Source: an optimization exercise on an open RTL-to-GDS flow (aim: small area and a short achievable clock period). Production flows keep margins and buffers that such runs may drop. At most, simulation tests tie the RTL to the original design; equivalence was not proved. Only the layout flow was run in runs 2 to 7; the RTL was not checked for function there.

==> flow/design.v <==
module led_driver(input mclk, ready, input [15:0] data, output reg [15:0] LED);         
      always @(posedge(mclk))
          begin            
            if(ready == 1'b1)
                begin
                  case (data[15:12])
                    1:  LED <= 16'b11;
                    2:  LED <= 16'b111;
                    3:  LED <= 16'b1111;
                    4:  LED <= 16'b11111;
                    5:  LED <= 16'b111111;
                    6:  LED <= 16'b1111111; 
                    7:  LED <= 16'b11111111;
                    8:  LED <= 16'b111111111;
                    9:  LED <= 16'b1111111111;
                    10: LED <= 16'b11111111111;
                    11: LED <= 16'b111111111111;
                    12: LED <= 16'b1111111111111;
                    13: LED <= 16'b11111111111111;
                    14: LED <= 16'b111111111111111;
                    15: LED <= 16'b1111111111111111;                        
                    default: LED <= 16'b1; 
                   endcase
                end   
          end
endmodule
module decimal_to_digits(input mclk, input [15:0] data, output reg [3:0] dig0, dig1, dig2, dig3, dig4, dig5, dig6);
    reg [32:0] decimal; 
    always @ (posedge(mclk))
        begin
            decimal = data[15:4];
            if(decimal >= 4093)
                begin
                    dig0 = 0;
                    dig1 = 0;
                    dig2 = 0;
                    dig3 = 0;
                    dig4 = 0;
                    dig5 = 0;
                    dig6 = 1;
                end
            else 
                begin
                    decimal = decimal * 250000;
                    decimal = decimal >> 10;
                    dig0 = decimal % 10;
                    decimal = decimal / 10;
                    dig1 = decimal % 10;
                    decimal = decimal / 10;
                    dig2 = decimal % 10;
                    decimal = decimal / 10;
                    dig3 = decimal % 10;
                    decimal = decimal / 10;
                    dig4 = decimal % 10;
                    decimal = decimal / 10;
                    dig5 = decimal % 10;
                    decimal = decimal / 10; 
                    dig6 = decimal % 10;
                    decimal = decimal / 10; 
                end
        end  
endmodule
module adc_display(
    input         clk,
    input         ready,
    input  [15:0] data,
    output [15:0] LED,
    output [3:0]  dig0,
    output [3:0]  dig1,
    output [3:0]  dig2,
    output [3:0]  dig3,
    output [3:0]  dig4,
    output [3:0]  dig5,
    output [3:0]  dig6
);
    led_driver led_driver_module(.mclk(clk), .ready(ready), .data(data), .LED(LED));
    decimal_to_digits dec_to_dig_module(.mclk(clk), .data(data), .dig0(dig0), .dig1(dig1),
        .dig2(dig2), .dig3(dig3), .dig4(dig4), .dig5(dig5), .dig6(dig6));
endmodule
==> flow/run.sh <==
#!/bin/bash
# synth_recipe.tcl (not shown) runs the flow's synth.tcl, then flattens the netlist and writes it again
# the make line also repeats each setting of config.mk as NAME=value (left out here)
make -C /OpenROAD-flow-scripts/flow DESIGN_CONFIG=/design/flow/config.mk WORK_HOME=/design/flow/orfs CLKGATE_MAP_FILE= SYNTH_SCRIPT=/design/flow/synth_recipe.tcl finish
==> flow/config.mk <==
export PLATFORM = sky130hd
export DESIGN_NAME = adc_display
export DESIGN_NICKNAME = adc_display
export VERILOG_FILES = /design/flow/design.v
export SDC_FILE = /design/flow/constraint.sdc
export NUM_CORES = 4
export LEC_CHECK = 0
export CAP_MARGIN = 20
export CORE_MARGIN = 2
export CORE_UTILIZATION = 40
export SLEW_MARGIN = 20
==> flow/constraint.sdc <==
create_clock -name core_clock -period 25.0 [get_ports {clk}]
set_input_delay 5.0000 -clock core_clock [delete_from_list [all_inputs] [get_ports {clk}]]
set_output_delay 5.0000 -clock core_clock [all_outputs]
set_load 0.01 [all_outputs]
==> results by group, run 1 <==
Outcome
  – Status: complete, no violations

Detailed routing
  – WL final: 44500 um
  – Initial drt markers: around 1.6k
  – Remaining DRCs: 0
  – Vias: 16.2k
  – First-pass iteration count of the detailed router: 5
  – Vias/cell: 6.14
  – ANT nets after route: 0
  – WL per Instance: approximately 17 um

GRT
  – Global-route wire length before repair: between 70000 and 80000 um
  – Largest net degree at the start of global routing: 25
  – GRT overflow: 0
  – Initial antenna violation count: 0
  – Vias in the first global route: 14.6k
  – GR Util All Layers: 23.4%

Timing
  – Fin crit share: 96.6%
  – Minimum clock period: 24.15 ns
  – Setup TNS: 0 ns
  – Slew headroom: 21.4%
  – Final setup violation count: 0
  – Worst slew pin tran: 1.18 ns
  – Number of hold violations in the final report: 0
  – F_max: slightly above 40 MHz
  – Max-slew violations: 0

Clock network
  – Root buf cell: clkbuf_16
  – TritonCTS clock tree: built
  – CTS clk-pin slew, worst paths: 0.06 ns
  – Htree depth: 2
  – CTS buffer count: 5
  – Bufs on Longest Clock Path: 2
  – Clk sinks: 41

Hold path
  – Hold/Removal Path Class: in2reg
  – Hold path depth: 4

Cells and area
  – Antenna cells: 0
  – Ratio of cells with drive above 1 in the final layout: 19.2%
  – Final nets: 2332
  – P&R area growth vs syn: 21.6%

Logic synthesis
  – Most common cell in the synthesized netlist: nand2_1
  – Mapped Area: about 0.014 mm^2
  – Post-synth EDFFs: 15
  – Mean Syn Cell Area: 6.99 um^2
  – Post-Syn Instances: around 2.0k
  – Primary FF master, synth: dfxtp_1
  – Share of the synthesized area in the top cell type: a little over 9%
  – Post-synth ARST share: 0%
  – Yosys reg bits: 41
  – Top post-synthesis cells by count: 221 x nand2_1, 208 x nor2_1, 135 x a21oi_1, 107 x inv_1, 103 x ha_1
  – Synth top area cells: ha_1 9.2%, nand2_1 5.9%, nor2_1 5.5%
  – Synth warnings: 2
  – Post-synth top area cell: ha_1
  – Register area share after synthesis: 6.89%
  – Yosys cell types: 130

Critical path
  – Crit start category: input port
  – WS Path Type: in2reg
  – Delay-heaviest family, CP: compound AO/OA/AOI/OAI gates
  – Worst Path Max Fanout: 12
  – WP buf/inv: 16
  – Worst Path Required: 25.17 ns
  – Worst path most repeated cell: buf_4
  – Critical path arrival: 24.32 ns
  – Worst Setup End Kind: register
  – Worst stage delay on the critical path: ~0.57 ns
  – Critical Path Stages: 88
  – Slowest CP cell: fa_1

Floorplanning
  – Die Height: 192 um
  – Die Area: 0.0367 mm^2
  – Rows: 68
  – Core Area: between 0.03 and 0.04 mm^2
  – Die Width: 192 um
  – Initial core utilization: 40.7%
  – I/O pin count: 62

Place
  – Port Buf Inserts: 54
  – Hpwl dp: roughly 35000 um
  – Gpl congestion: 0.933

Job
  – Max-cap violation count: 0
[routing by layer]
metal,routed length [um],vias up,track usage [%]
li1,-,7985,-
met1,21900,7608,35.0
met2,19600,529,37.1
met3,2520,37,1.59
met4,494,0,4.14
met5,0,-,0
[through the flow]
step           instance area, um^2  instances  util (%)  worst slack, ns  hold WS, ns
2_1_floorplan                14100       2015         -             1.10         5.10
3_3_place_gp                 16000       2594      46.2          -0.0774         5.74
3_5_place_dp                 16000       2594      46.2           -0.109         5.73
4_1_cts                      16200       2602      46.7            0.106         5.63
5_1_grt                      17100       2632      49.4           -0.133         5.70
6_report                     17100       2632      49.4            0.850         5.64
[cell usage in the layout, fill, tap and decap left out, types with 15 or more instances in the layout]
cell type | Yosys | layout
xnor2_1 | 56 | 52
o21ai_1 | 27 | 24
buf_4 | 11 | 203
dfxtp_1 | 26 | 26
fa_1 | 35 | 35
nand2_1 | 221 | 216
nor4_1 | 24 | 19
and3_1 | 22 | 21
nor2_1 | 208 | 201
nand4_1 | 22 | 22
a21oi_1 | 135 | 127
ha_1 | 103 | 99
and2_1 | 30 | 28
nor3_1 | 79 | 75
a21o_1 | 22 | 21
a211oi_1 | 28 | 21
or3_1 | 20 | 20
o211ai_1 | 33 | 33
edfxtp_1 | 15 | 15
o21a_1 | 19 | 18
clkdlybuf4s50_1 | 0 | 54
o22ai_1 | 26 | 25
nand3_1 | 90 | 83
a31oi_1 | 37 | 33
inv_1 | 107 | 107
o21ai_0 | 92 | 88
o31ai_1 | 24 | 22
[logic make-up after synthesis]
logic type / share of synthesized area, %
AO/OA/AOI/OAI: 37.3
XOR/XNOR: 4.65
adder cells (fa/ha/maj): 15.2
buffers and inverters: 6.78
flip-flops: 6.89
multiplexers: 2.05
other: 0.0533
AND/OR/NAND/NOR: 27.1
[registers in the layout, summed over array words and instances (netlist names)]
register / flops
dec_to_dig_module.dig3: 4
dec_to_dig_module.dig2: 4
led_driver_module.LED: 15
dec_to_dig_module.dig4: 4
dec_to_dig_module.dig6: 2
dec_to_dig_module.dig0: 4
dec_to_dig_module.dig1: 4
dec_to_dig_module.dig5: 4
[path summary, 6_finish.rpt]
| path | to | slack [ns] | startpoint |
|---|---|---|---|
| min | led_driver_module.LED[1] | 5.64 | data[12] |
| max | dec_to_dig_module.dig5[1] | 0.85 | data[7] |
[layout make-up]
cell class	instances	area, um^2
multi-input cells	1758	12900
clock inverters	3	43.8
repair buffers	260	2090
inverters	110	418
fillers	3456	17500
flip-flops and latches	41	971
well taps	455	569
clock buffers	5	125
[what timing repair did]
item | CTS | global route
resized for setup | 0 | 141
hold buffers | 0 | 0
setup buffers | 0 | 30
endpoints found under the setup margin | 0 | 8
==> run 2, diff against run 1 <==
==> flow/design.v (replaced) <==
module frac_digits(input [11:0] c, output [3:0] d5, d4, d3, d2, d1, d0);
    wire [14:0] t1 = c * 3'd5;           
    wire [10:0] x1 = t1[10:0];
    wire [13:0] t2 = x1 * 3'd5;
    wire [9:0]  x2 = t2[9:0];
    wire [12:0] t3 = x2 * 3'd5;
    wire [8:0]  x3 = t3[8:0];
    wire [11:0] t4 = x3 * 3'd5;
    wire [7:0]  x4 = t4[7:0];
    wire [10:0] t5 = x4 * 3'd5;
    wire [6:0]  x5 = t5[6:0];
    wire [9:0]  t6 = x5 * 3'd5;
    assign d5 = t1[14:11];
    assign d4 = t2[13:10];
    assign d3 = t3[12:9];
    assign d2 = t4[11:8];
    assign d1 = t5[10:7];
    assign d0 = t6[9:6];
endmodule
module adc_display(
    input         clk,
    input         ready,
    input  [15:0] data,
    output [15:0] LED,
    output [3:0]  dig0,
    output [3:0]  dig1,
    output [3:0]  dig2,
    output [3:0]  dig3,
    output [3:0]  dig4,
    output [3:0]  dig5,
    output [3:0]  dig6
);
    reg [11:0] code;
    reg [3:0]  level;
    always @(posedge clk) begin
        code <= data[15:4];
        if (ready) level <= data[15:12];
    end
    genvar i;
    generate
        for (i = 0; i < 16; i = i + 1) begin : bar
            assign LED[i] = (level >= i);
        end
    endgenerate
    wire full = (code >= 12'd4093);
    wire [3:0] d5, d4, d3, d2, d1, d0;
    frac_digits conv(.c(code), .d5(d5), .d4(d4), .d3(d3), .d2(d2), .d1(d1), .d0(d0));
    assign dig0 = full ? 4'd0 : d0;
    assign dig1 = full ? 4'd0 : d1;
    assign dig2 = full ? 4'd0 : d2;
    assign dig3 = full ? 4'd0 : d3;
    assign dig4 = full ? 4'd0 : d4;
    assign dig5 = full ? 4'd0 : d5;
    assign dig6 = {3'b000, full};
endmodule
==> results by group, run 2 <==
Timing
  – Worst Slack Setup Final: 12.55 ns (+11.70 ns)
  – Minimum clock period: 12.45 ns (-11.70 ns)
  – WHS: 5.20 ns (-0.442 ns)
  – Setup TNS: 0 ns (unchanged)
  – RSZ-0062 raised after global routing: no
  – Worst slew pin tran: 0.521 ns (-0.654 ns)
  – Number of hold violations in the final report: 0 (unchanged)
  – Max-slew violations: 0 (unchanged)
  – F_max: 80.3 MHz (+94%)
  – Slew headroom: 65.2% (+44 points)
  – Final setup violation count: 0 (unchanged)
  – Fin crit share: 49.8% (-47 points)

Job
  – Max-cap violation count: 0 (unchanged)

Logic synthesis
  – Yosys reg bits: 16 (-61%)
  – Mean Syn Cell Area: 8.60 um^2 (+23%)
  – Register area share after synthesis: 12.1% (+5.2 points)
  – Share of the synthesized area in the top cell type: 34.1% (+25 points)
  – Primary FF master, synth: dfxtp_1
  – Synth top area cells: ha_1 34%, dfxtp_1 8.1%, xnor2_1 5.0%
  – Most common cell in the synthesized netlist: ha_1
  – Post-synth ARST share: 0% (unchanged)
  – Mapped Area: 0.00298 mm^2 (-79%)
  – Synth warnings: 1 (-1)
  – Post-Syn Instances: 346 (-83%)
  – Yosys cell types: 53 (-59%)
  – Post-synth EDFFs: 4 (-11)
  – Top post-synthesis cells by count: 81 x ha_1, 23 x a21oi_1, 23 x nor2_1, 18 x inv_1, 17 x xnor2_1
  – Post-synth top area cell: ha_1

Clock network
  – Clk sinks: 16 (-61%)
  – TritonCTS clock tree: built
  – Root buf cell: clkbuf_8
  – CTS buffer count: 3 (-2)
  – CTS resizes: 0 (unchanged)
  – CTS clk-pin slew, worst paths: 0.06 ns (about the same)
  – Setup Buffers After CTS: 0 (unchanged)
  – Hold buffer count at CTS: 0 (unchanged)
  – Bufs on Longest Clock Path: 2 (unchanged)
  – Htree depth: 1 (-1)

Hold path
  – Hold path depth: 1 (-3)
  – Hold/Removal Path Class: in2reg

Detailed routing
  – First-pass iteration count of the detailed router: 4 (-1)
  – Vias/cell: 5.30 (-14%)
  – Initial drt markers: 65 (-96%)
  – Vias: 2595 (-84%)
  – Remaining DRCs: 0 (unchanged)
  – WL per Instance: 12.3 um (-27%)
  – WL final: 6040 um (-86%)
  – ANT nets after route: 0 (unchanged)

Cells and area
  – Most frequent cells in the layout: 81 x ha_1, 53 x clkdlybuf4s50_1, 23 x nor2_1, 23 x a21oi_1, 18 x inv_1
  – Antenna cells: 0 (unchanged)
  – Final nets: 496 (-79%)
  – Largest regs: code: 12 flops, level: 4 flops
  – P&R area growth vs syn: 21.3%
  – Final instance count without filler cells: 490 (-81%)
  – Post-route cell area: 0.00361 mm^2 (-79%)
  – Commonest non-fill, non-tap cell in the layout: ha_1
  – Biggest register: code
  – Post-layout util: 50.0% (+0.59 points)
  – Ratio of cells with drive above 1 in the final layout: 3.32% (-16 points)
  – Max reg flops: 12 (-3)

GRT
  – Largest net degree at the start of global routing: 18 (-28%)
  – Vias in the first global route: 2585 (-82%)
  – GRT overflow: 0 (unchanged)
  – GR Util All Layers: 15.1% (-8.4 points)
  – Initial antenna violation count: 0 (unchanged)
  – Global-route wire length before repair: 10800 um (-85%)

Place
  – Port Buf Inserts: 53 (-1.9%)
  – Placed instance area: 0.00357 mm^2 (-78%)
  – Hpwl dp: 5170 um (-85%)
  – Gpl congestion: 0.785 (-16%)
  – Setup slack at placement: 12.80 ns (+12.91 ns)
  – Dpl cells: 487 (-81%)

Critical path
  – Worst stage delay on the critical path: 0.55 ns (-0.02 ns)
  – Worst Path Required: 20.00 ns (-5.17 ns)
  – Worst path most repeated cell: ha_1
  – Crit start category: register
  – Worst Path Max Fanout: 5 (-7)
  – Critical path arrival: 7.45 ns (-16.87 ns)
  – Slowest CP cell: clkdlybuf4s50_1
  – WS Path Type: reg2out
  – Worst Setup End Kind: output pin

Floorplanning
  – Rows: 31 (-54%)
  – Core Area: 0.00721 mm^2 (-79%)
  – I/O pin count: 62 (unchanged)
  – Initial core utilization: 41.2% (+0.57 points)
  – Die Area: 0.00814 mm^2 (-78%)
  – Die Width: 90.2 um (-53%)
  – Die Height: 90.2 um (-53%)

Outcome
  – Status: complete, no violations
run 2: cell types whose count changed in the layout (fill, tap and decap cells not counted), moves of 35 or more:
cell and delta:
a21oi_1 -104, nand2_1 -200, nand3_1 -79, nor2_1 -178
buf_4 -203, o21ai_0 -75, xnor2_1 -35, nor3_1 -68
inv_1 -89
run 2: cell families after synthesis:
family / after synthesis / share of synthesized area, %
adders and majority gates: 85 / 36.8
DFF: 16 / 12.1
and+or+nand+nor: 80 / 13.7
AOI/OAI and AO/OA: 98 / 22.6
muxes: 4 / 1.35
xor gates and xnor gates: 29 / 8.54
buffers and inverters: 32 / 4.71
other: 2 / 0.252
run 2: cell type report:
cell class	count	area [um^2]
inverter	19	71.3
timing repair buffer	53	531
clock buffer	3	41.3
multi-input combinational	300	2480
fill	742	3600
sequential	16	360
tap	99	124
run 2: routing by layer:
metal / GRT usage, % / part of all wire (%) / vias to the layer above
li1: - / - / 1372
met1: 19.9 / 50 / 1192
met2: 27.8 / 48 / 29
met3: 0.838 / 1.4 / 2
met4: 1.67 / 0.45 / 0
met5: 0 / 0 / -
run 2: final timing paths:
path / start / to / slack, ns
worst min-delay path: data[4] / code[0] / 5.20
worst max-delay path: code[1] / dig0[2] / 12.55
run 2: worst max-delay path, delay by kind of cell, from the launching register on:
kind	cells	cell delay, ns
xor+xnor	5	1.11
fa+ha+maj	13	4.13
flops	1	0.44
simple gates	2	0.24
compound gates	3	0.68
buf+inv	2	0.63
==> run 3, diff against run 2 <==
--- a/flow/design.v
+++ b/flow/design.v
@@ -1,15 +1,15 @@
 module frac_digits(input [11:0] c, output [3:0] d5, d4, d3, d2, d1, d0);
-    wire [14:0] t1 = c * 3'd5;           
+    wire [14:0] t1 = {c, 2'b00} + c;
     wire [10:0] x1 = t1[10:0];
-    wire [13:0] t2 = x1 * 3'd5;
+    wire [13:0] t2 = {x1, 2'b00} + x1;
     wire [9:0]  x2 = t2[9:0];
-    wire [12:0] t3 = x2 * 3'd5;
+    wire [12:0] t3 = {x2, 2'b00} + x2;
     wire [8:0]  x3 = t3[8:0];
-    wire [11:0] t4 = x3 * 3'd5;
+    wire [11:0] t4 = {x3, 2'b00} + x3;
     wire [7:0]  x4 = t4[7:0];
-    wire [10:0] t5 = x4 * 3'd5;
+    wire [10:0] t5 = {x4, 2'b00} + x4;
     wire [6:0]  x5 = t5[6:0];
-    wire [9:0]  t6 = x5 * 3'd5;
+    wire [9:0]  t6 = {x5, 2'b00} + x5;
     assign d5 = t1[14:11];
     assign d4 = t2[13:10];
     assign d3 = t3[12:9];
==> results by group, run 3 <==
Timing
  – Setup TNS: 0 ns (unchanged)
  – Max-slew violations: 0 (unchanged)
  – Final setup violation count: 0 (unchanged)
  – RSZ-0062 raised after global routing: no
  – Fin crit share: 44.4% (-5.4 points)
  – F_max: 90.1 MHz (+12%)
  – Slew headroom: 58.2% (-7.0 points)
  – WHS: 5.20 ns (-0.000790 ns)
  – Minimum clock period: 11.09 ns (-1.36 ns)
  – Number of hold violations in the final report: 0 (unchanged)
  – Worst slew pin tran: 0.621 ns (+0.0992 ns)

Cells and area
  – Max reg flops: 12 (unchanged)
  – Final nets: 431 (-13%)
  – Largest regs: code: 12 flops, level: 4 flops
  – Most frequent cells in the layout: 53 x clkdlybuf4s50_1, 41 x ha_1, 33 x nor2_1
  – P&R area growth vs syn: 24.5%
  – Commonest non-fill, non-tap cell in the layout: clkdlybuf4s50_1
  – Antenna cells: 0 (unchanged)
  – Ratio of cells with drive above 1 in the final layout: 4.37% (+1.0 points)
  – Post-route cell area: 0.00314 mm^2 (-13%)
  – Biggest register: code

Logic synthesis
  – Post-synth top area cell: ha_1
  – Mapped Area: 0.00252 mm^2 (-15%)
  – Synth top area cells: ha_1 20%, dfxtp_1 9.5%, xnor2_1 7.3%
  – Top post-synthesis cells by count: 41 x ha_1, 33 x nor2_1, 27 x a21oi_1, 21 x xnor2_1, 19 x inv_1
  – Primary FF master, synth: dfxtp_1
  – Register area share after synthesis: 14.3% (+2.2 points)
  – Yosys reg bits: 16 (unchanged)
  – Mean Syn Cell Area: 7.97 um^2 (-7.4%)
  – Most common cell in the synthesized netlist: ha_1
  – Yosys cell types: 52 (-1.9%)
  – Share of the synthesized area in the top cell type: 20.3% (-14 points)
  – Synth warnings: 1 (unchanged)
  – Post-Syn Instances: 317 (-8.4%)
  – Post-synth ARST share: 0% (unchanged)
  – Post-synth EDFFs: 4 (unchanged)

GRT
  – Largest net degree at the start of global routing: 20 (+2)
  – Global-route wire length before repair: 9260 um (-15%)
  – Initial antenna violation count: 0 (unchanged)
  – GRT overflow: 0 (unchanged)
  – Vias in the first global route: 2132 (-18%)
  – GR Util All Layers: 15.3% (+0.24 points)

Clock network
  – CTS resizes: 0 (unchanged)
  – Setup Buffers After CTS: 0 (unchanged)
  – Clk sinks: 16 (unchanged)
  – CTS buffer count: 3 (unchanged)
  – Hold buffer count at CTS: 0 (unchanged)
  – Htree depth: 1 (unchanged)
  – Bufs on Longest Clock Path: 2 (unchanged)
  – CTS clk-pin slew, worst paths: 0.06 ns (about the same)
  – Root buf cell: clkbuf_8
  – TritonCTS clock tree: built

Place
  – Port Buf Inserts: 53 (unchanged)
  – Gpl congestion: 0.809 (+3.0%)
  – Placed instance area: 0.00310 mm^2 (-13%)
  – Hpwl dp: 4440 um (-14%)

Floorplanning
  – Core Area: 0.00603 mm^2 (-16%)
  – Rows: 28 (-9.7%)
  – Die Width: 83.5 um (-7.5%)
  – I/O pin count: 62 (unchanged)
  – Initial core utilization: 41.9% (+0.66 points)
  – Die Area: 0.00696 mm^2 (-14%)
  – Die Height: 83.5 um (-7.5%)

Detailed routing
  – WL final: 5370 um (-11%)
  – ANT nets after route: 0 (unchanged)
  – Remaining DRCs: 0 (unchanged)
  – Initial drt markers: 69 (+6.2%)
  – Vias: 2296 (-12%)
  – WL per Instance: 12.2 um (-1.2%)
  – Vias/cell: 5.21 (-1.7%)
  – First-pass iteration count of the detailed router: 4 (unchanged)

Critical path
  – Crit start category: register
  – Worst Setup End Kind: output pin
  – Critical path arrival: 6.09 ns (-1.36 ns)
  – Worst Path Required: 20.00 ns (about the same)
  – Worst Path Max Fanout: 7 (+2)
  – WS Path Type: reg2out

Hold path
  – Min-Delay Startpoint: data[7]
  – Hold path depth: 1 (unchanged)
  – Hold/Removal Path Class: in2reg
  – Worst hold endpoint: code[3]

Outcome
  – Status: complete, no violations

Job
  – Max-cap violation count: 0 (unchanged)
[run 3: cell types whose count changed after synthesis, sizes merged, moves of 4 or more]
cell,previous run,this run
o21ai,14,21
a21oi,23,27
a21boi,1,5
nor2,23,34
ha,81,41
xnor2,17,21
nand4,7,3
nand2b,2,8
a21o,17,10
nor2b,2,7
[run 3: area by class of cell]
| type | instances | area, um^2 |
|---|---|---|
| clock buffer | 3 | 41.3 |
| clock inverter | 1 | 3.75 |
| fill | 627 | 2880 |
| inverter | 21 | 78.8 |
| multi-input combinational | 272 | 2040 |
| sequential | 16 | 360 |
| tap | 75 | 93.8 |
| timing repair buffer | 53 | 531 |
[run 3: worst max-delay path by stage]
stage | from | end | slack (ns) | cells past startpoint
after global routing | code[0] | dig0[1] | 13.42 | 21
after CTS | code[0] | dig0[2] | 13.86 | 22
final | code[0] | dig0[2] | 13.91 | 22
after floorplan | code[0] | dig0[1] | 15.14 | 20
after detailed placement | code[0] | dig0[2] | 14.17 | 22
after global placement | code[0] | dig0[2] | 14.22 | 22
[run 3: logic make-up (layout without fill, tap and decap cells)]
kind of cell	after synthesis	after routing	share of synthesized area, %
simple gates	95	95	19.9
mux	3	3	1.39
other cells	2	4	0.297
flops	16	16	14.3
buf+inv	31	78	5.40
xor+xnor	31	31	10.8
fa+ha+maj	46	46	24.3
compound gates	93	93	23.7
[run 3: routing by layer]
metal	track usage (%)	part of all wire (%)	vias to the layer above
li1	-	-	1224
met2	25.7	45	51
met5	0	0	-
met1	21.4	51	1011
met3	1.48	3.1	10
met4	3.08	1.2	0
[run 3: per-stage QoR]
stage / util, % / worst slack, ns / cells
final: 52.2 / 13.91 / 441
after global routing: 52.2 / 13.42 / 441
after CTS: 52.2 / 13.86 / 441
after detailed placement: 51.4 / 14.17 / 437
after global placement: 51.4 / 14.22 / 437
after floorplan: - / 15.14 / 319
[run 3: critical path: stages, from the launching register on]
cell and delay [ns]:
dfxtp_1 0.35, ha_1 0.32, fa_1 0.44, a21oi_1 0.16, nor2b_1 0.07, or3_1 0.29
nor2b_1 0.15, ha_1 0.35, o21a_1 0.12, o31a_1 0.12, a21oi_1 0.19, ha_1 0.31
xor2_1 0.20, ha_1 0.39, xnor2_1 0.37, ha_1 0.34, xor2_1 0.32, ha_1 0.31
a21oi_1 0.17, nor2b_1 0.10, xnor2_1 0.13, nor2_1 0.09, clkdlybuf4s50_1 0.54
==> run 4, diff against run 3 <==
==> flow/design.v (replaced) <==
module frac_digits_hi(input [11:0] c, output [3:0] d5, d4, d3, output [8:0] x3);
    wire [14:0] t1 = {c, 2'b00} + c;
    wire [10:0] x1 = t1[10:0];
    wire [13:0] t2 = {x1, 2'b00} + x1;
    wire [9:0]  x2 = t2[9:0];
    wire [12:0] t3 = {x2, 2'b00} + x2;
    assign x3 = t3[8:0];
    assign d5 = t1[14:11];
    assign d4 = t2[13:10];
    assign d3 = t3[12:9];
endmodule
module frac_digits_lo(input [8:0] x3, output [3:0] d2, d1, d0);
    wire [11:0] t4 = {x3, 2'b00} + x3;
    wire [7:0]  x4 = t4[7:0];
    wire [10:0] t5 = {x4, 2'b00} + x4;
    wire [6:0]  x5 = t5[6:0];
    wire [9:0]  t6 = {x5, 2'b00} + x5;
    assign d2 = t4[11:8];
    assign d1 = t5[10:7];
    assign d0 = t6[9:6];
endmodule
module adc_display(
    input         clk,
    input         ready,
    input  [15:0] data,
    output [15:0] LED,
    output [3:0]  dig0,
    output [3:0]  dig1,
    output [3:0]  dig2,
    output [3:0]  dig3,
    output [3:0]  dig4,
    output [3:0]  dig5,
    output [3:0]  dig6
);
    wire [11:0] c = data[15:4];
    wire full = (c >= 12'd4093);
    wire [3:0] d5, d4, d3;
    wire [8:0] x3;
    frac_digits_hi conv_hi(.c(c), .d5(d5), .d4(d4), .d3(d3), .x3(x3));
    reg        full_q;
    reg [3:0]  d5_q, d4_q, d3_q;
    reg [8:0]  x3_q;
    reg [3:0]  level;
    always @(posedge clk) begin
        full_q <= full;
        d5_q   <= full ? 4'd0 : d5;
        d4_q   <= full ? 4'd0 : d4;
        d3_q   <= full ? 4'd0 : d3;
        x3_q   <= full ? 9'd0 : x3;
        if (ready) level <= data[15:12];
    end
    genvar i;
    generate
        for (i = 0; i < 16; i = i + 1) begin : bar
            assign LED[i] = (level >= i);
        end
    endgenerate
    wire [3:0] d2, d1, d0;
    frac_digits_lo conv_lo(.x3(x3_q), .d2(d2), .d1(d1), .d0(d0));
    assign dig0 = d0;
    assign dig1 = d1;
    assign dig2 = d2;
    assign dig3 = d3_q;
    assign dig4 = d4_q;
    assign dig5 = d5_q;
    assign dig6 = {3'b000, full_q};
endmodule
==> results by group, run 4 <==
Critical path
  – Worst Path Required: 25.19 ns (+5.19 ns)
  – WS Path Type: in2reg
  – Slowest CP cell: clkdlybuf4s50_1
  – Delay-heaviest family, CP: adder cells
  – Critical path arrival: 9.25 ns (+3.16 ns)
  – Worst Path Max Fanout: 5 (-2)
  – Worst path cell trace: clkdlybuf4s50_1 -> ha_1 -> inv_1 -> fa_1 -> nor2b_1 -> o21a_1 -> o21ai_1 -> nand2b_1 -> a21oi_1 -> xnor2_1 -> ha_1 -> nor2b_1 -> o2111ai_1 -> o211a_1 -> xor2_1 -> ha_1 -> or4_1 -> a31o_1 -> mux2i_1
  – Worst Setup End Kind: register
  – Crit start category: input port
  – Worst stage delay on the critical path: 0.58 ns (+0.04 ns)
  – Worst path most repeated cell: ha_1
  – WP buf/inv: 2 (+1)

GRT
  – Global-route wire length before repair: 9190 um (-0.75%)
  – GRT overflow: 0 (unchanged)
  – Vias in the first global route: 2063 (-3.2%)
  – Largest net degree at the start of global routing: 24 (+20%)
  – GR Util All Layers: 14.4% (-0.91 points)
  – Initial antenna violation count: 0 (unchanged)

Place
  – Placed instance area: 0.00334 mm^2 (+7.6%)
  – Port Buf Inserts: 53 (unchanged)
  – Gpl congestion: 0.836 (+3.4%)
  – Hpwl dp: 4540 um (+2.2%)

Hold path
  – Min-Delay Startpoint: ready
  – Hold path depth: 1 (unchanged)
  – Hold/Removal Path Class: in2reg
  – Worst hold endpoint: level[0]

Detailed routing
  – WL final: 5290 um (-1.5%)
  – WL per Instance: 11.7 um (-3.9%)
  – Vias: 2248 (-2.1%)
  – Remaining DRCs: 0 (unchanged)
  – Vias/cell: 4.97 (-4.5%)
  – First-pass iteration count of the detailed router: 4 (unchanged)
  – ANT nets after route: 0 (unchanged)
  – Initial drt markers: 80 (+16%)

Cells and area
  – Max reg flops: 9 (-3)
  – Biggest register: x3_q
  – Fill cells: 693 (+11%)
  – Most frequent cells in the layout: 53 x clkdlybuf4s50_1, 42 x ha_1, 29 x nor2_1
  – Final nets: 438 (+1.6%)
  – Ratio of cells with drive above 1 in the final layout: 4.57% (+0.20 points)
  – Antenna cells: 0 (unchanged)
  – P&R area growth vs syn: 23.2%
  – Commonest non-fill, non-tap cell in the layout: clkdlybuf4s50_1
  – Post-route cell area: 0.00341 mm^2 (+8.4%)

Clock network
  – Clk sinks: 26 (+10)
  – Bufs on Longest Clock Path: 2 (unchanged)
  – Hold buffer count at CTS: 0 (unchanged)
  – Root buf cell: clkbuf_8
  – CTS clk-pin slew, worst paths: 0.09 ns (+0.03 ns)
  – CTS resizes: 0 (unchanged)
  – Htree depth: 1 (unchanged)
  – CTS buffer count: 3 (unchanged)
  – Setup Buffers After CTS: 0 (unchanged)
  – TritonCTS clock tree: built

Floorplanning
  – Die Width: 87.2 um (+4.4%)
  – Rows: 30 (+7.1%)
  – Core Area: 0.00676 mm^2 (+12%)
  – Die Height: 87.2 um (+4.4%)
  – Die Area: 0.00760 mm^2 (+9.1%)
  – I/O pin count: 62 (unchanged)
  – Initial core utilization: 40.9% (-0.96 points)

Logic synthesis
  – Post-synth top area cell: ha_1
  – Synth top area cells: ha_1 19%, dfxtp_1 16%, xnor2_1 8.2%
  – Post-synth ARST share: 0% (unchanged)
  – Synth warnings: 1 (unchanged)
  – Register area share after synthesis: 20.3% (+6.0 points)
  – Post-Syn Instances: 325 (+2.5%)
  – Mean Syn Cell Area: 8.51 um^2 (+6.9%)
  – Mapped Area: 0.00277 mm^2 (+9.6%)
  – Top post-synthesis cells by count: 42 x ha_1, 29 x nor2_1, 26 x xnor2_1, 24 x a21oi_1, 24 x inv_1
  – Primary FF master, synth: dfxtp_1
  – Share of the synthesized area in the top cell type: 19.0% (-1.3 points)
  – Yosys reg bits: 26 (+10)
  – Yosys cell types: 48 (-7.7%)
  – Most common cell in the synthesized netlist: ha_1
  – Post-synth EDFFs: 4 (unchanged)

Timing
  – Fin crit share: 36.2% (-8.2 points)
  – Max-slew violations: 0 (unchanged)
  – RSZ-0062 raised after global routing: no
  – Final setup violation count: 0 (unchanged)
  – F_max: 110 MHz (+23%)
  – Number of hold violations in the final report: 0 (unchanged)
  – Minimum clock period: 9.05 ns (-2.04 ns)
  – Setup TNS: 0 ns (unchanged)

Job
  – Max-cap violation count: 0 (unchanged)

Outcome
  – Status: complete, no violations
[run 4: how the worst max path moves through the flow]
stage                        from      end  slack (ns)  cells after the start
after global routing      data[4]  d3_q[2]       15.62                     19
final                     data[4]  d3_q[2]       15.95                     19
after CTS                 data[4]  d3_q[2]       15.91                     19
after global placement    data[4]  d3_q[2]       15.69                     19
after detailed placement  data[4]  d3_q[2]       15.67                     19
after floorplan           data[4]  d3_q[2]       16.68                     18
[run 4: final cells by class]
| class | instances | area [um^2] | share of cell area [%] |
|---|---|---|---|
| Timing Repair Buffer | 54 | 538 | 15.8 |
| Tap cell | 80 | 100 | 2.94 |
| Clock inverter | 1 | 30.0 | 0.881 |
| Sequential cell | 26 | 561 | 16.5 |
| Clock buffer | 3 | 41.3 | 1.21 |
| Multi-Input combinational cell | 264 | 2050 | 60.1 |
| Inverter | 24 | 90.1 | 2.64 |
[run 4: routing by layer]
metal / part of all wire [%] / vias to the layer above / wire length (um) / GRT usage, %
met4: 1.2 / 0 / 65 / 3.78
met3: 1.8 / 5 / 93 / 0.569
met5: 0 / - / 0 / 0
met2: 44 / 34 / 2310 / 22.5
li1: - / 1220 / - / -
met1: 53 / 989 / 2820 / 21.7
[run 4: cell families (layout without fill, tap and decap cells)]
kind of cell	count (synthesis)	after routing	share of synthesized area, %
AO/OA/AOI/OAI	91	91	22.5
buffers and inverters	37	82	6.24
flip-flops	26	26	20.3
other	2	4	0.271
adder cells (fa/ha/maj)	47	47	22.6
AND/OR/NAND/NOR	82	82	15.0
XOR/XNOR	37	37	12.0
multiplexers	3	3	1.09
[run 4: metrics by stage]
stage	setup slack (ns)	instances	util (%)	hold WS [ns]
global placement	15.69	448	49.4	5.69
floorplan	16.68	327	-	5.09
finish	15.95	452	50.4	5.42
detailed placement	15.67	448	49.4	5.70
CTS	15.91	452	50.4	5.41
global route	15.62	452	50.4	5.41
==> run 5, diff against run 4 <==
==> flow/flow/run.sh (new file) <==
#!/bin/bash
# The standard layout, with the port buffers made of the smallest plain buffer
# (buf_1) instead of the delay buffer that buffer_ports picks on its own.
set -euo pipefail
export BUFFER_PORTS_ARGS="-buffer_cell sky130_fd_sc_hd__buf_1"
bash standard.sh finish > standard.log 2>&1
==> flow/standard.sh (new file) <==
#!/bin/bash
# synth_recipe.tcl (not shown) runs the flow's synth.tcl, then flattens the netlist and writes it again
# the make line also repeats each setting of config.mk as NAME=value (left out here)
make -C /OpenROAD-flow-scripts/flow DESIGN_CONFIG=/design/flow/config.mk WORK_HOME=/design/flow/orfs CLKGATE_MAP_FILE= SYNTH_SCRIPT=/design/flow/synth_recipe.tcl "${@:-finish}"
removed: flow/run.sh
==> results by group, run 5 <==
Detailed routing
  – WL final: 5320 um (+0.55%)
  – Vias: 2294 (+2.0%)
  – ANT nets after route: 0 (unchanged)
  – First-pass iteration count of the detailed router: 4 (unchanged)
  – Vias/cell: 5.08 (+2.0%)
  – Initial drt markers: 70 (-13%)
  – WL per Instance: 11.8 um (+0.55%)
  – Remaining DRCs: 0 (unchanged)

Critical path
  – Critical path arrival: 8.97 ns (-0.28 ns)
  – Worst Setup SP: data[4]
  – Worst setup path endpoint: d3_q[2]
  – Worst Path Required: 25.20 ns (about the same)
  – Crit start category: input port
  – WS Path Type: in2reg
  – Worst Path Max Fanout: 5 (unchanged)
  – Worst Setup End Kind: register

Logic synthesis
  – Post-synth ARST share: 0% (unchanged)
  – Top post-synthesis cells by count: 42 x ha_1, 29 x nor2_1, 26 x xnor2_1, 24 x a21oi_1, 24 x inv_1
  – Primary FF master, synth: dfxtp_1
  – Post-synth EDFFs: 4 (unchanged)
  – Yosys reg bits: 26 (unchanged)
  – Share of the synthesized area in the top cell type: 19.0% (unchanged)
  – Post-synth top area cell: ha_1
  – Mean Syn Cell Area: 8.51 um^2 (unchanged)
  – Post-Syn Instances: 325 (unchanged)
  – Yosys cell types: 48 (unchanged)
  – Most common cell in the synthesized netlist: ha_1
  – Synth top area cells: ha_1 19%, dfxtp_1 16%, xnor2_1 8.2%
  – Mapped Area: 0.00277 mm^2 (unchanged)
  – Register area share after synthesis: 20.3% (unchanged)
  – Synth warnings: 1 (unchanged)

Place
  – Gpl congestion: 0.782 (-6.5%)
  – Setup slack at placement: 15.93 ns (+0.263 ns)
  – Port Buf Inserts: 53 (unchanged)
  – Hpwl dp: 4430 um (-2.4%)
  – Placed instance area: 0.00300 mm^2 (-9.9%)

Clock network
  – Htree depth: 1 (unchanged)
  – Hold buffer count at CTS: 0 (unchanged)
  – CTS buffer count: 3 (unchanged)
  – Bufs on Longest Clock Path: 2 (unchanged)
  – Clk sinks: 26 (unchanged)
  – CTS clk-pin slew, worst paths: 0.09 ns (about the same)
  – TritonCTS clock tree: built
  – Setup Buffers After CTS: 0 (unchanged)
  – Root buf cell: clkbuf_8
  – CTS resizes: 0 (unchanged)

Floorplanning
  – Rows: 30 (unchanged)
  – Die Area: 0.00760 mm^2 (unchanged)
  – I/O pin count: 62 (unchanged)
  – Die Height: 87.2 um (unchanged)
  – Core Area: 0.00676 mm^2 (unchanged)
  – Die Width: 87.2 um (unchanged)
  – Initial core utilization: 40.9% (unchanged)

Cells and area
  – Antenna cells: 0 (unchanged)
  – Post-layout util: 45.5% (-4.9 points)
  – Max reg flops: 9 (unchanged)
  – Biggest register: x3_q
  – Most frequent cells in the layout: 53 x buf_1, 42 x ha_1, 29 x nor2_1
  – Commonest non-fill, non-tap cell in the layout: buf_1
  – Final nets: 438 (unchanged)
  – P&R area growth vs syn: 11.2%
  – Post-route cell area: 0.00308 mm^2 (-9.7%)
  – Ratio of cells with drive above 1 in the final layout: 4.57% (unchanged)

Timing
  – Minimum clock period: 8.77 ns (-0.281 ns)
  – RSZ-0062 raised after global routing: no
  – F_max: 114 MHz (+3.2%)
  – Max-slew violations: 0 (unchanged)
  – Number of hold violations in the final report: 0 (unchanged)
  – Fin crit share: 35.1% (-1.1 points)
  – Worst Slack Setup Final: 16.23 ns (+0.281 ns)
  – Final setup violation count: 0 (unchanged)
  – Setup TNS: 0 ns (unchanged)

GRT
  – Largest net degree at the start of global routing: 24 (unchanged)
  – GR Util All Layers: 14.0% (-0.35 points)
  – Initial antenna violation count: 0 (unchanged)
  – Vias in the first global route: 2024 (-1.9%)
  – GRT overflow: 0 (unchanged)
  – Global-route wire length before repair: 8920 um (-2.9%)

Hold path
  – Hold/Removal Path Class: in2reg

Job
  – Max-cap violation count: 0 (unchanged)

Outcome
  – Status: complete, no violations
[run 5: routing by layer]
layer / vias to the layer above / track usage, % / routed length (um)
met3: 4 / 0.379 / 127
met5: - / 0 / 0
met1: 1030 / 20.4 / 2790
li1: 1225 / - / -
met4: 0 / 3.78 / 46
met2: 35 / 23.0 / 2350
[run 5: how the worst min path moves through the flow]
| stage | startpoint | end | cells past startpoint |
|---|---|---|---|
| global placement | ready | level[0] | 1 |
| CTS | ready | level[3] | 1 |
| floorplan | data[14] | d5_q[1] | 1 |
| finish | ready | level[3] | 1 |
| detailed placement | ready | level[3] | 1 |
| global route | data[12] | level[0] | 1 |
[run 5: cells by family after synthesis]
kind of cell,after synthesis,synth area share (%)
AOI/OAI and AO/OA,91,22.5
and+or+nand+nor,82,15.0
adders and majority gates,47,22.6
xor gates and xnor gates,37,12.0
buffers and inverters,37,6.24
DFF,26,20.3
muxes,3,1.09
other,2,0.271
[run 5: through the flow]
stage / instances / hold WS [ns]
after global placement: 448 / 5.32
after detailed placement: 448 / 5.33
after floorplan: 327 / 5.09
final: 452 / 5.04
after global routing: 452 / 5.05
after CTS: 452 / 5.04
[run 5: final cells by class]
class	count	area [um^2]
fill	702	3680
multi-input combinational	264	2050
sequential	26	561
timing repair buffer	54	206
tap	80	100
inverter	24	90.1
clock buffer	3	41.3
clock inverter	1	30.0
[run 5: critical path: stages]
cell and delay [ns]:
buf_1 0.22, ha_1 0.33, inv_1 0.08, fa_1 0.40, nor2b_1 0.14, o21a_1 0.15, o21ai_1 0.08, nand2b_1 0.09
a21oi_1 0.08, xnor2_1 0.17, ha_1 0.37, nor2b_1 0.16, o2111ai_1 0.13, o211a_1 0.21, xor2_1 0.22, ha_1 0.26
or4_1 0.51, a31o_1 0.23, mux2i_1 0.14
==> run 6, diff against run 5 <==
--- a/flow/design.v
+++ b/flow/design.v
@@ -1,23 +1,37 @@
+module times_five #(parameter M = 12) (input [M-1:0] x, output [3:0] d, output [M-2:0] xn);
+    wire [M+2:0] t;
+    wire [M:2]   cy;             
+    assign t[1:0] = x[1:0];
+    assign cy[2] = 1'b0;
+    genvar j;
+    generate
+        for (j = 2; j < M; j = j + 1) begin : add
+            assign t[j]    = x[j] ^ x[j-2] ^ cy[j];
+            assign cy[j+1] = (x[j] & x[j-2]) | (x[j] & cy[j]) | (x[j-2] & cy[j]);
+        end
+    endgenerate
+    wire cm1;
+    assign t[M]   = x[M-2] ^ cy[M];
+    assign cm1    = x[M-2] & cy[M];
+    assign t[M+1] = x[M-1] ^ cm1;
+    assign t[M+2] = x[M-1] & cm1;
+    assign d  = t[M+2:M-1];
+    assign xn = t[M-2:0];
+endmodule
 module frac_digits_hi(input [11:0] c, output [3:0] d5, d4, d3, output [8:0] x3);
-    wire [14:0] t1 = {c, 2'b00} + c;
-    wire [10:0] x1 = t1[10:0];
-    wire [13:0] t2 = {x1, 2'b00} + x1;
-    wire [9:0]  x2 = t2[9:0];
-    wire [12:0] t3 = {x2, 2'b00} + x2;
-    assign x3 = t3[8:0];
-    assign d5 = t1[14:11];
-    assign d4 = t2[13:10];
-    assign d3 = t3[12:9];
+    wire [10:0] x1;
+    wire [9:0]  x2;
+    times_five #(12) s1(.x(c),  .d(d5), .xn(x1));
+    times_five #(11) s2(.x(x1), .d(d4), .xn(x2));
+    times_five #(10) s3(.x(x2), .d(d3), .xn(x3));
 endmodule
 module frac_digits_lo(input [8:0] x3, output [3:0] d2, d1, d0);
-    wire [11:0] t4 = {x3, 2'b00} + x3;
-    wire [7:0]  x4 = t4[7:0];
-    wire [10:0] t5 = {x4, 2'b00} + x4;
-    wire [6:0]  x5 = t5[6:0];
-    wire [9:0]  t6 = {x5, 2'b00} + x5;
-    assign d2 = t4[11:8];
-    assign d1 = t5[10:7];
-    assign d0 = t6[9:6];
+    wire [7:0] x4;
+    wire [6:0] x5;
+    wire [5:0] x6;
+    times_five #(9) s4(.x(x3), .d(d2), .xn(x4));
+    times_five #(8) s5(.x(x4), .d(d1), .xn(x5));
+    times_five #(7) s6(.x(x5), .d(d0), .xn(x6));
 endmodule
 module adc_display(
     input         clk,
==> results by group, run 6 <==
Outcome
  – Status: complete, no violations

Critical path
  – Worst Path Max Fanout: 5 (unchanged)
  – Delay-heaviest family, CP: adder cells
  – Worst Path Required: 25.13 ns (-0.07 ns)
  – WP buf/inv: 5 (+3)
  – Worst Setup End Kind: register
  – Crit start category: input port
  – Critical path arrival: 10.42 ns (+1.45 ns)
  – Slowest CP cell: fa_1
  – Worst path most repeated cell: fa_1
  – Worst stage delay on the critical path: 0.58 ns (+0.07 ns)
  – Worst path cell trace: buf_1 -> ha_1 -> inv_1 -> fa_1 -> fa_1 -> fa_1 -> fa_1 -> fa_1 -> fa_1 -> fa_1 -> inv_1 -> fa_1 -> inv_1 -> fa_1 -> inv_1 -> ha_1 -> ha_1 -> nor2b_1
  – WS Path Type: in2reg

GRT
  – Largest net degree at the start of global routing: 23 (-4.2%)
  – Vias in the first global route: 1132 (-44%)
  – Initial antenna violation count: 0 (unchanged)
  – GRT overflow: 0 (unchanged)
  – Global-route wire length before repair: 4680 um (-48%)
  – GR Util All Layers: 10.6% (-3.4 points)

Logic synthesis
  – Yosys reg bits: 26 (unchanged)
  – Post-synth EDFFs: 4 (unchanged)
  – Share of the synthesized area in the top cell type: 34.9% (+16 points)
  – Primary FF master, synth: dfxtp_1
  – Synth warnings: 1 (unchanged)
  – Register area share after synthesis: 27.1% (+6.9 points)
  – Top post-synthesis cells by count: 49 x inv_1, 36 x fa_1, 22 x dfxtp_1, 17 x ha_1, 17 x nor2b_1
  – Post-synth ARST share: 0% (unchanged)
  – Synth top area cells: fa_1 35%, dfxtp_1 21%, ha_1 10%
  – Post-synth top area cell: fa_1
  – Mean Syn Cell Area: 10.8 um^2 (+26%)
  – Most common cell in the synthesized netlist: inv_1
  – Yosys cell types: 29 (-40%)
  – Post-Syn Instances: 192 (-41%)
  – Mapped Area: 0.00207 mm^2 (-25%)

Clock network
  – Bufs on Longest Clock Path: 2 (unchanged)
  – Setup Buffers After CTS: 0 (unchanged)
  – TritonCTS clock tree: built
  – CTS buffer count: 3 (unchanged)
  – CTS resizes: 0 (unchanged)
  – Htree depth: 1 (unchanged)
  – CTS clk-pin slew, worst paths: 0.09 ns (about the same)
  – Root buf cell: clkbuf_8
  – Clk sinks: 26 (unchanged)
  – Hold buffer count at CTS: 0 (unchanged)

Detailed routing
  – Vias: 1265 (-45%)
  – First-pass iteration count of the detailed router: 2 (-2)
  – WL final: 2850 um (-46%)
  – Remaining DRCs: 0 (unchanged)
  – WL met2: 1350 um (-43%)
  – Routed met1 length: 1320 um (-53%)
  – Metal3 WL: 138 um (+8.7%)
  – WL per Instance: 9.18 um (-22%)
  – Vias/cell: 4.08 (-20%)
  – Uppermost layer routed: met4
  – Initial drt markers: 15 (-79%)
  – ANT nets after route: 0 (unchanged)

Cells and area
  – Max reg flops: 9 (unchanged)
  – Biggest register: x3_q
  – Ratio of cells with drive above 1 in the final layout: 2.92% (-1.7 points)
  – Most frequent cells in the layout: 53 x buf_1, 49 x inv_1, 36 x fa_1
  – Final nets: 312 (-29%)
  – Post-layout util: 46.9% (+1.4 points)
  – P&R area growth vs syn: 14.4%
  – Fill cells: 504 (-28%)
  – Multi-input gate area: 0.00126 mm^2 (-38%)
  – Sequential standard cell area: 561 um^2 (unchanged)
  – Antenna cells: 0 (unchanged)
  – Commonest non-fill, non-tap cell in the layout: buf_1

Place
  – Hpwl dp: 2530 um (-43%)
  – Gpl congestion: 0.692 (-12%)
  – Port Buf Inserts: 53 (unchanged)

Timing
  – Max-slew violations: 0 (unchanged)
  – Minimum clock period: 10.29 ns (+1.52 ns)
  – RSZ-0062 raised after global routing: no
  – Final setup violation count: 0 (unchanged)
  – Number of hold violations in the final report: 0 (unchanged)
  – Worst slew pin tran: 0.757 ns
  – Slew headroom: 49.4%
  – Setup TNS: 0 ns (unchanged)
  – Fin crit share: 41.1% (+6.1 points)
  – F_max: 97.2 MHz (-15%)

Floorplanning
  – Die Area: 0.00576 mm^2 (-24%)
  – Die Width: 75.9 um (-13%)
  – Die Height: 75.9 um (-13%)
  – I/O pin count: 62 (unchanged)
  – Initial core utilization: 41.0% (+0.048 points)
  – Rows: 26 (-13%)
  – Core Area: 0.00504 mm^2 (-25%)

Hold path
  – Hold path depth: 1 (unchanged)
  – Worst hold endpoint: level[2]
  – Min-Delay Startpoint: data[14]
  – Hold/Removal Path Class: in2reg

Job
  – Max-cap violation count: 0 (unchanged)
==> run 6: changes by cell type after synthesis, sizes merged, moves of 6 or more <==
cell	delta
nand2	-9
o21ai	-18
ha	-25
o21a	-7
xor2	-9
xnor2	-26
a21o	-14
nor2	-20
o21bai	-6
a21oi	-28
nor2b	+9
inv	+25
fa	+31
==> run 6: worst max path at each step <==
stage                        from       to  depth (start not counted)  slack [ns]
after floorplan           data[4]  d3_q[2]                         17       14.87
after global placement    data[4]  d3_q[2]                         18       14.38
after detailed placement  data[4]  d3_q[2]                         18       14.36
after CTS                 data[4]  d3_q[2]                         18       14.66
after global routing      data[4]  d3_q[2]                         18       14.45
final                     data[4]  d3_q[2]                         18       14.71
==> run 6: per-layer routing <==
layer,up-vias,track usage [%]
met5,-,0
met1,577,13.8
met2,33,17.5
met4,0,4.09
met3,4,1.98
li1,651,-
==> run 6: cells by family after synthesis <==
| logic type | share of synthesized area, % |
|---|---|
| buffers and inverters | 12.2 |
| AOI/OAI and AO/OA | 3.69 |
| and+or+nand+nor | 10.7 |
| other | 0.363 |
| DFF | 27.1 |
| adders and majority gates | 45.2 |
| xor gates and xnor gates | 0.848 |
==> run 6: cell type report <==
cell class                      count  share of cell area, %
Inverter                           49                   7.78
Timing Repair Buffer               53                   8.41
Clock inverter                      1                   1.27
Multi-Input combinational cell    108                   53.4
Tap cell                           70                   3.70
Sequential cell                    26                   23.7
Clock buffer                        3                   1.75
==> run 6: stage by stage <==
| step | instance area, um^2 | cells | hold WS [ns] | worst slack, ns |
|---|---|---|---|---|
| finish | 2360 | 310 | 5.04 | 14.71 |
| global route | 2360 | 310 | 5.04 | 14.45 |
| CTS | 2360 | 310 | 5.04 | 14.66 |
| detailed placement | 2290 | 306 | 5.33 | 14.36 |
| global placement | 2290 | 306 | 5.32 | 14.38 |
| floorplan | 2070 | 194 | 5.10 | 14.87 |
==> run 7, diff against run 6 <==
--- a/flow/design.v
+++ b/flow/design.v
@@ -18,12 +18,20 @@
     assign d  = t[M+2:M-1];
     assign xn = t[M-2:0];
 endmodule
-module frac_digits_hi(input [11:0] c, output [3:0] d5, d4, d3, output [8:0] x3);
+module frac_digits_hi(input [11:0] c, output full, output [3:0] d5, d4, d3, output [8:0] x3);
     wire [10:0] x1;
     wire [9:0]  x2;
-    times_five #(12) s1(.x(c),  .d(d5), .xn(x1));
-    times_five #(11) s2(.x(x1), .d(d4), .xn(x2));
-    times_five #(10) s3(.x(x2), .d(d3), .xn(x3));
+    wire [3:0]  e5, e4, e3;
+    wire [8:0]  y3;
+    times_five #(12) s1(.x(c),  .d(e5), .xn(x1));
+    times_five #(11) s2(.x(x1), .d(e4), .xn(x2));
+    times_five #(10) s3(.x(x2), .d(e3), .xn(y3));
+    assign full = &c[11:2] & (c[1] | c[0]);
+    wire keep = ~full;
+    assign d5 = {e5[3] & keep, e5[2:1], e5[0] & keep};
+    assign d4 = {e4[3] & keep, e4[2:1], e4[0] & keep};
+    assign d3 = {e3[3] & keep, e3[2:1], e3[0] & keep};
+    assign x3 = {y3[8:7] & {2{keep}}, y3[6:4], y3[3:0] & {4{keep}}};
 endmodule
 module frac_digits_lo(input [8:0] x3, output [3:0] d2, d1, d0);
     wire [7:0] x4;
@@ -46,21 +54,20 @@
     output [3:0]  dig5,
     output [3:0]  dig6
 );
-    wire [11:0] c = data[15:4];
-    wire full = (c >= 12'd4093);
+    wire       full;
     wire [3:0] d5, d4, d3;
     wire [8:0] x3;
-    frac_digits_hi conv_hi(.c(c), .d5(d5), .d4(d4), .d3(d3), .x3(x3));
+    frac_digits_hi conv_hi(.c(data[15:4]), .full(full), .d5(d5), .d4(d4), .d3(d3), .x3(x3));
     reg        full_q;
     reg [3:0]  d5_q, d4_q, d3_q;
     reg [8:0]  x3_q;
     reg [3:0]  level;
     always @(posedge clk) begin
         full_q <= full;
-        d5_q   <= full ? 4'd0 : d5;
-        d4_q   <= full ? 4'd0 : d4;
-        d3_q   <= full ? 4'd0 : d3;
-        x3_q   <= full ? 9'd0 : x3;
+        d5_q   <= d5;
+        d4_q   <= d4;
+        d3_q   <= d3;
+        x3_q   <= x3;
         if (ready) level <= data[15:12];
     end
     genvar i;
@@ -69,11 +76,7 @@
             assign LED[i] = (level >= i);
         end
     endgenerate
-    wire [3:0] d2, d1, d0;
-    frac_digits_lo conv_lo(.x3(x3_q), .d2(d2), .d1(d1), .d0(d0));
-    assign dig0 = d0;
-    assign dig1 = d1;
-    assign dig2 = d2;
+    frac_digits_lo conv_lo(.x3(x3_q), .d2(dig2), .d1(dig1), .d0(dig0));
     assign dig3 = d3_q;
     assign dig4 = d4_q;
     assign dig5 = d5_q;
--- a/flow/config.mk
+++ b/flow/config.mk
@@ -5,7 +5,9 @@
 export SDC_FILE = /design/flow/constraint.sdc
 export NUM_CORES = 4
 export LEC_CHECK = 0
+export ABC_AREA = 1
 export CAP_MARGIN = 20
 export CORE_MARGIN = 2
 export CORE_UTILIZATION = 40
 export SLEW_MARGIN = 20
+export SYNTH_HIERARCHICAL = 1
==> results by group, run 7 <==
Critical path
  – Critical path arrival: 9.70 ns (-0.72 ns)
  – WS Path Type: in2reg
  – Worst Setup SP: data[4]
  – Crit start category: input port
  – Worst Path Max Fanout: 5 (unchanged)
  – Worst Setup End Kind: register
  – Worst path cell trace: buf_1 -> ha_1 -> fa_1 -> fa_1 -> fa_1 -> fa_1 -> fa_1 -> fa_1 -> fa_1 -> fa_1 -> fa_1 -> ha_1 -> ha_1 -> nand2_1 -> inv_1
  – Critical Path Stages: 15 (-3)
  – Worst setup path endpoint: d3_q[3]
  – Worst stage delay on the critical path: 0.52 ns (-0.06 ns)
  – Worst Path Required: 25.16 ns (+0.03 ns)
  – Slowest CP cell: fa_1
  – Delay-heaviest family, CP: adder cells
  – Worst path most repeated cell: fa_1
  – WP buf/inv: 2 (-3)

Clock network
  – CTS clk-pin slew, worst paths: 0.09 ns (about the same)
  – Htree depth: 1 (unchanged)
  – Root buf cell: clkbuf_8
  – CTS buffer count: 3 (unchanged)
  – TritonCTS clock tree: built
  – Clk sinks: 26 (unchanged)
  – Setup Buffers After CTS: 0 (unchanged)
  – Hold buffer count at CTS: 0 (unchanged)
  – Bufs on Longest Clock Path: 2 (unchanged)
  – CTS resizes: 0 (unchanged)

Cells and area
  – Antenna cells: 0 (unchanged)
  – Max reg flops: 9 (unchanged)
  – Biggest register: x3_q
  – Most frequent cells in the layout: 53 x buf_1, 39 x fa_1, 23 x nand2_1
  – Post-route cell area: 0.00219 mm^2 (-7.4%)
  – Final nets: 279 (-11%)
  – Commonest non-fill, non-tap cell in the layout: buf_1
  – Ratio of cells with drive above 1 in the final layout: 5.91% (+3.0 points)
  – P&R area growth vs syn: 12.0%

Detailed routing
  – Vias/cell: 4.06 (-0.61%)
  – Vias: 1095 (-13%)
  – WL final: 2660 um (-6.5%)
  – ANT nets after route: 0 (unchanged)
  – Remaining DRCs: 0 (unchanged)
  – WL per Instance: 9.86 um (+7.4%)
  – First-pass iteration count of the detailed router: 2 (unchanged)
  – Initial drt markers: 16 (+1)

Timing
  – Max-slew violations: 0 (unchanged)
  – RSZ-0062 raised after global routing: no
  – Number of hold violations in the final report: 0 (unchanged)
  – Minimum clock period: 9.54 ns (-0.746 ns)
  – Fin crit share: 38.2% (-3.0 points)
  – F_max: 105 MHz (+7.8%)
  – Setup TNS: 0 ns (unchanged)
  – Final setup violation count: 0 (unchanged)

Floorplanning
  – Core Area: 0.00472 mm^2 (-6.3%)
  – Die Height: 73.9 um (-2.6%)
  – I/O pin count: 62 (unchanged)
  – Initial core utilization: 41.4% (+0.41 points)
  – Die Width: 73.9 um (-2.6%)
  – Rows: 25 (-3.8%)
  – Die Area: 0.00546 mm^2 (-5.1%)

Outcome
  – Status: complete, no violations

Logic synthesis
  – Synth warnings: 7 (+6)
  – Post-Syn Instances: 161 (-16%)
  – Mean Syn Cell Area: 12.1 um^2 (+13%)
  – Mapped Area: 0.00196 mm^2 (-5.4%)

Job
  – Max-cap violation count: 0 (unchanged)

GRT
  – Initial antenna violation count: 0 (unchanged)
  – Vias in the first global route: 1083 (-4.3%)
  – GRT overflow: 0 (unchanged)
  – Largest net degree at the start of global routing: 16 (-30%)
  – GR Util All Layers: 10.6% (-0.017 points)
  – Global-route wire length before repair: 4460 um (-4.6%)

Place
  – Hpwl dp: 2440 um (-3.6%)
  – Placed instance area: 0.00212 mm^2 (-7.6%)
  – Gpl congestion: 0.810 (+17%)
  – Port Buf Inserts: 53 (unchanged)

Hold path
  – Hold/Removal Path Class: in2reg
-- run 7: layout make-up --
class                   instances  area, um^2
inverters                      18        67.6
clock inverters                 1        30.0
fillers                       458        2530
well taps                      67        83.8
clock buffers                   3        41.3
multi-input cells             102        1210
repair buffers                 53         199
flip-flops and latches         26         561
-- run 7: how the worst min path moves through the flow --
stage / from / end / slack [ns] / depth (start not counted)
2_1_floorplan: data[12] / level[0] / 5.10 / 0
3_3_place_gp: ready / level[3] / 5.32 / 1
3_5_place_dp: ready / level[3] / 5.33 / 1
4_1_cts: ready / level[3] / 5.04 / 1
5_1_grt: ready / level[1] / 5.04 / 1
6_report: ready / level[3] / 5.04 / 1
-- run 7: metal layers --
metal	GRT usage, %	vias to the layer above	wire (um)
li1	-	551	-
met1	13.5	516	1180
met2	17.4	24	1320
met3	1.65	4	109
met4	5.45	0	58
met5	0	-	0
-- run 7: metrics by stage --
step | util [%] | std cells | setup slack [ns] | hold WS [ns]
after detailed placement | 44.8 | 266 | 15.17 | 5.33
after floorplan | - | 163 | 15.53 | 5.10
after global routing | 46.4 | 270 | 15.28 | 5.04
after CTS | 46.4 | 270 | 15.46 | 5.04
final | 46.4 | 270 | 15.46 | 5.04
after global placement | 44.8 | 266 | 15.19 | 5.32

-- afterwards: timing with drivers on the ports --
In the flow no input, the clock included, has a driving cell. The finished layouts below were timed again as built, in two steps. Step 1 assumes that a clkbuf_16 drives the clock port and a buf_2 every other input. Step 2 adds t to the input delays and takes it off the output delays; t is the mean of the earliest and latest rising clock arrival at the registers after step 1. Input paths then give back, and output paths get back, about the clock's delay inside the block. a / b / c = no drivers / after step 1 / after step 2; a / b = the first two.
run	shift t [ns]	setup WS [ns]	latest minus earliest clock arrival (ns)	pins driven straight from the clock port
run 1	0.319	0.850 / 0.857 / 0.539	0.006 / 0.007	1
run 2	0.261	12.545 / 12.526 / 12.787	0.001 / 0.000	1
run 3	0.267	13.906 / 13.886 / 14.153	0.008 / 0.008	1
run 4	0.287	15.947 / 15.948 / 15.661	0.010 / 0.010	1
run 5	0.288	16.228 / 16.230 / 15.942	0.009 / 0.009	1
run 6	0.293	14.713 / 14.714 / 14.421	0.004 / 0.004	1
run 7	0.287	15.458 / 15.462 / 15.175	0.009 / 0.009	1
After both steps every run listed still meets setup and hold. The setup slack of run 1, which loses most, moves by +0.007 ns with the drivers and by -0.311 ns with both steps.
